From an optimization exercise on the open Yosys and OpenROAD flow, aimed at small area, a short achievable clock period and few clock cycles per item; shortcuts taken in it are not production practice. At most, simulation tests tie the RTL to the original design; equivalence was not proved.

==> inputs of 07-25 <==
## IOTDF
module IOTDF (input clk, input rst, input in_en, input [7:0] iot_in, input [2:0] fn_sel,
              output busy, output valid, output [127:0] iot_out);
==> flow/config.mk <==
export PLATFORM = sky130hd
export DESIGN_NAME = IOTDF
export DESIGN_NICKNAME = IOTDF
export VERILOG_FILES = /design/flow/design.v
export SDC_FILE = /design/flow/constraint.sdc
export NUM_CORES = 4
export LEC_CHECK = 0
export ABC_AREA = 1
export ABC_CLOCK_PERIOD_IN_PS = 2450
export CAP_MARGIN = 20
export CORE_MARGIN = 2
export CORE_UTILIZATION = 40
export CTS_BUF_LIST = sky130_fd_sc_hd__clkbuf_8
export CTS_CLUSTER_DIAMETER = 60
export CTS_CLUSTER_SIZE = 14
export SETUP_SLACK_MARGIN = 2.05
export SLEW_MARGIN = 20
==> flow/constraint.sdc <==
create_clock -name core_clock -period 4.5 [get_ports {clk}]
set_input_delay 0.9000 -clock core_clock [delete_from_list [all_inputs] [get_ports {clk}]]
set_output_delay 0.9000 -clock core_clock [all_outputs]
set_load 0.01 [all_outputs]
standard.sh (not shown) runs the stock make flow with config.mk's settings and CLKGATE_MAP_FILE= SYNTH_SCRIPT=/design/flow/synth_recipe.tcl, a recipe that flattens the netlist after the stock synthesis.
==> flow/flow/run.sh <==
#!/bin/bash
# Standard ORFS layout (the standard.sh, standard synthesis), with the
# port buffers made of sky130_fd_sc_hd__buf_1 instead of the resizer's default pick.
set -uo pipefail
export BUFFER_PORTS_ARGS="-buffer_cell sky130_fd_sc_hd__buf_1"
bash standard.sh > standard_flow.log 2>&1
==> inputs of 12-11, as changes to 07-25 <==
--- a/flow/design.v
+++ b/flow/design.v
@@ -146,10 +146,13 @@
         end
     endfunction
     reg         busy_r, valid_r;
     reg [3:0]   cnt;         
     reg         m_des, m_enc;    
+    reg         m_e0, m_d1;      
+    reg         ldA, ldB, ldC;   
+    reg         amt1;            
     reg         plsb;        
     reg [127:0] O;           
     reg         act;         
     reg [3:0]   rc;          
     reg [31:0]  Lr;
@@ -160,11 +163,11 @@
     assign valid = valid_r;
     assign iot_out = O;
     wire [127:0] blk   = {O[119:0], iot_in};       
     wire         first = (cnt == 4'd0);
     wire         last  = in_en & (cnt == 4'd15);
-    wire         load  = last & m_des;
+    wire         load  = ldC;    
     wire         copy  = act & (rc == 4'd0);
     wire [55:0]  cd0 = pc1(blk[127:64]);
     wire [47:0]  K   = pc2({Cr, Dr});
     wire [31:0]  so  = {s1(Xr[47:42]), s2(Xr[41:36]), s3(Xr[35:30]), s4(Xr[29:24]),
                         s5(Xr[23:18]), s6(Xr[17:12]), s7(Xr[11:6]), s8(Xr[5:0])};
@@ -175,14 +178,13 @@
     wire [63:0]  des_out = fp({Rn, Rc});
     wire [55:0]  cd_key  = m_enc ? {Cr, Dr} : {Cr[0], Cr[27:1], Dr[0], Dr[27:1]};
     wire [63:0]  key_out = ipc1(cd_key, P);
     reg  [55:0]  cd_n;
     wire [63:0]  ip_blk = ip(blk[63:0]);
-    wire [31:0]  Lsrc = load ? ip_blk[31:0] : Lr;
+    wire [31:0]  Lsrc = ldB ? ip_blk[31:0] : Lr;
     wire [47:0]  Z    = e(Lsrc) ^ pc2(cd_n);
-    wire [47:0]  Xn   = Z ^ (e(fo) & {48{~load}});
-    wire         amt1 = (rc == 4'd1) | (rc == 4'd8) | (rc == 4'd15);
+    wire [47:0]  Xn   = Z ^ (e(fo) & {48{~ldB}});
     wire         f_crc = (fn_sel == 3'd3);
     wire         f_b2g = (fn_sel == 3'd4);
     wire         f_g2b = (fn_sel == 3'd5);
     wire         c_in = ~first & (f_g2b ? O[0] : plsb);
     wire [2:0]   crc_in = first ? 3'd0 : O[2:0];
@@ -192,44 +194,46 @@
         else if (f_b2g) byte_in = iot_in ^ {c_in, iot_in[7:1]};
         else if (f_g2b) byte_in = g2b(c_in, iot_in);
         else            byte_in = iot_in;
     end
     always @(*) begin
-        if (load)
-            cd_n = m_enc ? {cd0[54:28], cd0[55], cd0[26:0], cd0[27]} : cd0;
-        else if (m_enc)
+        if (ldA)
+            cd_n = m_d1 ? cd0 : {cd0[54:28], cd0[55], cd0[26:0], cd0[27]};
+        else if (m_e0)
             cd_n = amt1 ? {Cr[26:0], Cr[27], Dr[26:0], Dr[27]} : {Cr[25:0], Cr[27:26], Dr[25:0], Dr[27:26]};
         else
             cd_n = amt1 ? {Cr[0], Cr[27:1], Dr[0], Dr[27:1]} : {Cr[1:0], Cr[27:2], Dr[1:0], Dr[27:2]};
     end
     wire busy_n = ~(in_en & (cnt == 4'd14)) &
                   (load | (act & ~((rc == 4'd0) | (rc == 4'd15))));
     wire valid_n = (last & ~m_des) | copy;
     always @(posedge clk or posedge rst) begin
         if (rst) begin
-            busy_r <= 1'b0; valid_r <= 1'b0;
+            busy_r <= 1'b0; valid_r <= 1'b0; ldC <= 1'b0;
             cnt <= 4'd0;
             act <= 1'b0;
         end else begin
             busy_r <= busy_n; valid_r <= valid_n;
+            ldC <= in_en & (cnt == 4'd14) & ((fn_sel == 3'd1) | (fn_sel == 3'd2));
             if (in_en) cnt <= cnt + 4'd1;
             if (load) act <= 1'b1;
             else if (copy) act <= 1'b0;
         end
     end
     always @(posedge clk) begin
         plsb <= iot_in[0];
         m_des <= (fn_sel == 3'd1) | (fn_sel == 3'd2);
         m_enc <= (fn_sel == 3'd1);
+        m_e0 <= fn_sel[0];
+        m_d1 <= fn_sel[1];
+        ldA <= in_en & (cnt == 4'd14) & ~fn_sel[2];
+        ldB <= in_en & (cnt == 4'd14);
+        amt1 <= load | (rc == 4'd7) | (rc == 4'd14);
         rc <= load ? 4'd1 : rc + 4'd1;
         if (copy) O <= {key_out, des_out};
         else O <= {O[119:8], O[7:3], O[2:0] & {3{~f_crc}}, byte_in};
         Xr <= Xn;
         {Cr, Dr} <= cd_n;
-        if (load) begin
-            Lr <= ip_blk[63:32];
-            P <= {blk[120], blk[112], blk[104], blk[96], blk[88], blk[80], blk[72], blk[64]};
-        end else begin
-            Lr <= Rc;
-        end
+        Lr <= ldB ? ip_blk[63:32] : Rc;
+        if (ldA) P <= {blk[120], blk[112], blk[104], blk[96], blk[88], blk[80], blk[72], blk[64]};
     end
 endmodule
==> qor summary <==
quantity                                                       07-25           12-11
Post-placement setup slack                                   1.42 ns         1.78 ns
Largest driver fanout on the critical path                         9              38
R2R cell count                                                    13               7
Pin count of the biggest net entering global routing             100             118
Area of the multi-input gates                            0.0103 mm^2     0.0101 mm^2
Least setup slack across all paths after layout              2.15 ns         2.15 ns
Nets@finish                                                     2715            2730
Worst Setup EP                                        Xr[36]$_DFF_P_  Xr[29]$_DFF_P_
Result of the run                                     finished clean  finished clean
Mapped cell area                                         0.0175 mm^2     0.0177 mm^2
Signal inverters                                                 254             273
Total number of clock tree sinks                                 286             292
Top cell type's share of synthesized area                      31.0%           31.3%
Clock network share of area                                    2.97%           3.38%
Number of cells in the design after placement                   3184            3204
Tot GR Track Use                                               25.9%           24.8%
Post-detailed-routing wire length                           61600 um        59900 um
No functional check of the RTL was part of any run of this note.

* * *

==> job 7561 <==
Another version of the RTL of IOTDF (not shown whole).
clock: 4.5 ns
lec_check: 0
abc_area: 1
abc_clock_period_in_ps: 2300
cap_margin: 20
core_margin: 2
core_utilization: 30
cts_buf_list: sky130_fd_sc_hd__clkbuf_8
cts_cluster_diameter: 60
cts_cluster_size: 14
place_density: 0.75
setup_slack_margin: 2.3
slew_margin: 20
Scripts as last shown in full above: flow/flow/run.sh
==> job 7746 (differences from job 7561) <==
--- a/flow/design.v
+++ b/flow/design.v
@@ -607,43 +607,41 @@
                 b = b ^ g[i];
                 g2b[i] = b;
             end
         end
     endfunction
     reg         busy_r, valid_r;
     reg [3:0]   cnt;         
     reg         m_des, m_enc;    
-    reg         m_e0, m_d1;      
-    reg         ldA, ldB, ldC;   
-    reg         amt1;            
     reg         plsb;        
     reg [127:0] O;           
     reg         act;         
     reg [3:0]   rc;          
     reg [31:0]  Lr, Rr;
     reg [27:0]  Cr, Dr;
     reg [7:0]   P;           
     assign busy = busy_r;
     assign valid = valid_r;
     assign iot_out = O;
     wire [127:0] blk   = {O[119:0], iot_in};       
     wire         first = (cnt == 4'd0);
     wire         last  = in_en & (cnt == 4'd15);
-    wire         load  = ldC;    
+    wire         load  = last & m_des;
     wire         copy  = act & (rc == 4'd0);
     wire [55:0]  cd0 = pc1(blk[127:64]);
     wire [47:0]  K   = pc2({Cr, Dr});
     wire [47:0]  sx  = e(Rr) ^ K;
     wire [31:0]  so  = {s1(sx[47:42]), s2(sx[41:36]), s3(sx[35:30]), s4(sx[29:24]),
                         s5(sx[23:18]), s6(sx[17:12]), s7(sx[11:6]), s8(sx[5:0])};
     wire [31:0]  Rn  = Lr ^ pp(so);
     wire [63:0]  des_out = fp({Rn, Rr});
     wire [55:0]  cd_key  = m_enc ? {Cr, Dr} : {Cr[0], Cr[27:1], Dr[0], Dr[27:1]};
     wire [63:0]  key_out = ipc1(cd_key, P);
+    wire         amt1 = (rc == 4'd1) | (rc == 4'd8) | (rc == 4'd15);
     wire         f_crc = (fn_sel == 3'd3);
     wire         f_b2g = (fn_sel == 3'd4);
     wire         f_g2b = (fn_sel == 3'd5);
     wire         c_in = ~first & (f_g2b ? O[0] : plsb);
     wire [2:0]   crc_in = first ? 3'd0 : O[2:0];
     reg  [7:0]   byte_in;
     always @(*) begin
         if (f_crc)      byte_in = {5'd0, crc8(crc_in, iot_in)};
@@ -651,48 +649,42 @@
         else if (f_g2b) byte_in = g2b(c_in, iot_in);
         else            byte_in = iot_in;
     end
     wire busy_n = ~(in_en & (cnt == 4'd14)) &
                   (load | (act & ~((rc == 4'd0) | (rc == 4'd15))));
     wire valid_n = (last & ~m_des) | copy;
     always @(posedge clk or posedge rst) begin
         if (rst) begin
-            busy_r <= 1'b0; valid_r <= 1'b0; ldC <= 1'b0;
+            busy_r <= 1'b0; valid_r <= 1'b0;
             cnt <= 4'd0;
             act <= 1'b0;
         end else begin
             busy_r <= busy_n; valid_r <= valid_n;
-            ldC <= in_en & (cnt == 4'd14) & ((fn_sel == 3'd1) | (fn_sel == 3'd2));
             if (in_en) cnt <= cnt + 4'd1;
             if (load) act <= 1'b1;
             else if (copy) act <= 1'b0;
         end
     end
     always @(posedge clk) begin
         plsb <= iot_in[0];
         m_des <= (fn_sel == 3'd1) | (fn_sel == 3'd2);
         m_enc <= (fn_sel == 3'd1);
-        m_e0 <= fn_sel[0];
-        m_d1 <= fn_sel[1];
-        ldA <= in_en & (cnt == 4'd14) & ~fn_sel[2];
-        ldB <= in_en & (cnt == 4'd14);
-        amt1 <= load | (rc == 4'd7) | (rc == 4'd14);
         rc <= load ? 4'd1 : rc + 4'd1;
         if (copy) O <= {key_out, des_out};
         else O <= {O[119:8], O[7:3], O[2:0] & {3{~f_crc}}, byte_in};
-        if (ldB) {Lr, Rr} <= ip(blk[63:0]);
-        else begin
-            Lr <= Rr;
-            Rr <= Rn;
-        end
-        if (ldA) begin
-            {Cr, Dr} <= m_d1 ? cd0 : {cd0[54:28], cd0[55], cd0[26:0], cd0[27]};
+        if (load) begin
+            {Lr, Rr} <= ip(blk[63:0]);
+            {Cr, Dr} <= m_enc ? {cd0[54:28], cd0[55], cd0[26:0], cd0[27]} : cd0;
             P <= {blk[120], blk[112], blk[104], blk[96], blk[88], blk[80], blk[72], blk[64]};
-        end else if (m_e0) begin
-            if (amt1) {Cr, Dr} <= {Cr[26:0], Cr[27], Dr[26:0], Dr[27]};
-            else      {Cr, Dr} <= {Cr[25:0], Cr[27:26], Dr[25:0], Dr[27:26]};
         end else begin
-            if (amt1) {Cr, Dr} <= {Cr[0], Cr[27:1], Dr[0], Dr[27:1]};
-            else      {Cr, Dr} <= {Cr[1:0], Cr[27:2], Dr[1:0], Dr[27:2]};
+            Lr <= Rr;
+            Rr <= Rn;
+            if (m_enc) begin
+                if (amt1) {Cr, Dr} <= {Cr[26:0], Cr[27], Dr[26:0], Dr[27]};
+                else      {Cr, Dr} <= {Cr[25:0], Cr[27:26], Dr[25:0], Dr[27:26]};
+            end else begin
+                if (amt1) {Cr, Dr} <= {Cr[0], Cr[27:1], Dr[0], Dr[27:1]};
+                else      {Cr, Dr} <= {Cr[1:0], Cr[27:2], Dr[1:0], Dr[27:2]};
+            end
         end
     end
 endmodule
==> flow/config.mk (replaced) <==
export PLATFORM = sky130hd
export DESIGN_NAME = IOTDF
export DESIGN_NICKNAME = IOTDF
export VERILOG_FILES = /design/flow/design.v
export SDC_FILE = /design/flow/constraint.sdc
export NUM_CORES = 4
export LEC_CHECK = 0
export ABC_AREA = 1
export ABC_CLOCK_PERIOD_IN_PS = 2450
export CAP_MARGIN = 20
export CORE_MARGIN = 2
export CORE_UTILIZATION = 40
export CTS_BUF_LIST = sky130_fd_sc_hd__clkbuf_8
export CTS_CLUSTER_DIAMETER = 60
export CTS_CLUSTER_SIZE = 14
export SETUP_SLACK_MARGIN = 2.05
export SLEW_MARGIN = 20
==> run summary <==
metric	job 7746	job 7561
Run status	complete, no violations	complete, no violations
Cell total after placement	3058	3308
DRC violation total after the first TritonRoute iteration	1889	1667
Critical Path Start	Dr[8]$_DFF_P_	Rr[19]$_DFF_P_
Cell Area, Placed	0.0174 mm2	0.0179 mm2
Number of cells upsized or downsized after cts	56	145
Period Utilization, post-route	52.0%	48.7%
Post-place setup slack	1.55 ns	1.64 ns
Post-detailed-placement half-perimeter wirelength	41.7 mm	41.1 mm
Nets@finish	2682	2726
Post-synthesis sequential area ratio	33.2%	33.6%
Setup slack of the most critical reg-to-reg path	2.16 ns	2.31 ns
Fraction of synthesized cell area in xor and xnor cells	4.67%	4.44%
Clock-pin slew reported for the worst setup and hold paths after clock tree synthesis	0.09 ns	0.10 ns
Fraction of post-synthesis cell area in the top cell type by area	30.7%	31.0%
Clock-cell share	3.61%	3.14%
Required time worst endpoint	4.99 ns	5.00 ns
Sequential fraction of total cell area	29.5%	28.8%
Reg-to-Reg Start	Dr[8]$_DFF_P_	Rr[19]$_DFF_P_
Testbench counts of job 7746, summed over its fixed seeds: cycles 8,100, items 480.
Function not checked in job 7561: the RTL went through the layout flow alone.

* * *

==> sierra <==
IOTDF with an RTL version that a note above also has.
// IOTDF
module IOTDF (input clk, input rst, input in_en, input [7:0] iot_in, input [2:0] fn_sel,
              output busy, output valid, output [127:0] iot_out);
    function [3:0] s1;
        input [5:0] x;
        case (x)
            6'd0: s1 = 4'd14;
            6'd1: s1 = 4'd0;
            6'd2: s1 = 4'd4;
            6'd3: s1 = 4'd15;
            6'd4: s1 = 4'd13;
            6'd5: s1 = 4'd7;
            6'd6: s1 = 4'd1;
            6'd7: s1 = 4'd4;
            6'd8: s1 = 4'd2;
            6'd9: s1 = 4'd14;
            6'd10: s1 = 4'd15;
            6'd11: s1 = 4'd2;
            6'd12: s1 = 4'd11;
            6'd13: s1 = 4'd13;
            6'd14: s1 = 4'd8;
            6'd15: s1 = 4'd1;
            6'd16: s1 = 4'd3;
            6'd17: s1 = 4'd10;
            6'd18: s1 = 4'd10;
            6'd19: s1 = 4'd6;
            6'd20: s1 = 4'd6;
            6'd21: s1 = 4'd12;
            6'd22: s1 = 4'd12;
            6'd23: s1 = 4'd11;
            6'd24: s1 = 4'd5;
            6'd25: s1 = 4'd9;
            6'd26: s1 = 4'd9;
            6'd27: s1 = 4'd5;
            6'd28: s1 = 4'd0;
            6'd29: s1 = 4'd3;
            6'd30: s1 = 4'd7;
            6'd31: s1 = 4'd8;
            6'd32: s1 = 4'd4;
            6'd33: s1 = 4'd15;
            6'd34: s1 = 4'd1;
            6'd35: s1 = 4'd12;
            6'd36: s1 = 4'd14;
            6'd37: s1 = 4'd8;
            6'd38: s1 = 4'd8;
            6'd39: s1 = 4'd2;
            6'd40: s1 = 4'd13;
            6'd41: s1 = 4'd4;
            6'd42: s1 = 4'd6;
            6'd43: s1 = 4'd9;
            6'd44: s1 = 4'd2;
            6'd45: s1 = 4'd1;
            6'd46: s1 = 4'd11;
            6'd47: s1 = 4'd7;
            6'd48: s1 = 4'd15;
            6'd49: s1 = 4'd5;
            6'd50: s1 = 4'd12;
            6'd51: s1 = 4'd11;
            6'd52: s1 = 4'd9;
  ...
clock: 4.5 ns
lec_check: 0
abc_area: 1
abc_clock_period_in_ps: 2300
cap_margin: 20
core_margin: 2
core_utilization: 30
cts_buf_list: sky130_fd_sc_hd__clkbuf_8
cts_cluster_diameter: 60
cts_cluster_size: 14
place_density: 0.75
setup_slack_margin: 2.3
slew_margin: 20
Scripts as last shown in full above: flow/flow/run.sh
==> willow (differences from sierra) <==
--- a/flow/config.mk
+++ b/flow/config.mk
@@ -16,3 +16,3 @@
 export PLACE_DENSITY = 0.75
-export SETUP_SLACK_MARGIN = 2.3
+export SETUP_SLACK_MARGIN = 2.35
 export SLEW_MARGIN = 20
==> notes <==
Critical path depth: willow is higher than sierra (11).
Of willow and sierra, willow has the higher final cell count (gap about 1.6%, measured against sierra).
In willow the cell area is larger than in sierra, by about 4%.
Of sierra and willow, sierra has the higher hold slack (gap 0.012 ns).
sierra went through all stages and came out clean. willow produced a clean layout.
Die area is the same in sierra and willow.
In sierra the via count is lower than in willow, by 2.7%.
In sierra the clock skew is higher than in willow, by 0.013 ns.
==> figures <==
| quantity | sierra | willow |
|---|---|---|
| Fraction of area in non-clock buffers | 6.67% | 8.47% |
| Transition time of the tightest slew-check pin | 0.905 ns | 0.907 ns |
| Req. time, crit path | 3.60 ns | 5.01 ns |
| Sequential Area | 5670 sq um | 5740 sq um |
| First-pass GRT wire length | 86.7 mm | 86.0 mm |
| Run status | complete, no violations | complete, no violations |
| Number of placed cells counting well taps | 3271 | 3272 |
| Number of ordinary inverters in the final layout | 202 | 204 |
| Total number of vias | 17700 | 18200 |
| Detailed route wirelength on metal2 | 25.4 mm | 26.4 mm |
| Terminus of the critical flop-to-flop path | Rr[25] | O[40] |
| Length in cells of the worst reg-to-reg path | 13 | 12 |
| Utilization after layout | 36.3% | 37.8% |
| Proportion of cell area occupied by multi-input gates | 53.3% | 52.3% |
| Number of gates given a new drive strength after cts | 141 | 210 |
| Tcrit/Tclk final | 48.5% | 49.1% |
Testbench counts of sierra, summed over its fixed seeds: cycles 8,100, items 480.
Testbench counts of willow, summed over its fixed seeds: cycles 8,100, items 480.

-- re-timing with driven ports --
No port has a modelled driver above. Below, the same layouts with a new extraction and two added sets of constraints. Step 1 (the two cells are an assumption about what drives the block):
set clk [get_ports {clk}]
set_driving_cell -lib_cell sky130_fd_sc_hd__clkbuf_16 $clk
set_driving_cell -lib_cell sky130_fd_sc_hd__buf_2 [delete_from_list [all_inputs] $clk]
Step 2 times the ports against the registers' clock, not the clock port: input delays grow and output delays shrink by t, the midpoint of the rising clock arrivals with the driver on. Three values: ideal, step 1, step 2; two values: the first two.
| run | t, ns | setup slack, ns | slew at the worst register clock pin (ns) |
|---|---|---|---|
| 07-25 | 0.647 | 2.147 / 2.147 / 1.638 | 0.10 / 0.10 |
| 12-11 | 0.676 | 2.148 / 2.148 / 1.877 | 0.10 / 0.10 |
| job 7561 | 0.663 | 2.309 / 2.277 / 1.881 | 0.10 / 0.10 |
| job 7746 | 0.673 | 2.160 / 2.113 / 1.768 | 0.09 / 0.09 |
| sierra | 0.670 | 2.315 / 2.265 / 1.789 | 0.10 / 0.10 |
| willow | 0.686 | 2.291 / 2.291 / 1.854 | 0.10 / 0.10 |
After both steps every run listed still meets setup and hold. For sierra, which loses most, drivers alone change the setup slack by -0.050 ns; drivers and shift together by -0.526 ns.
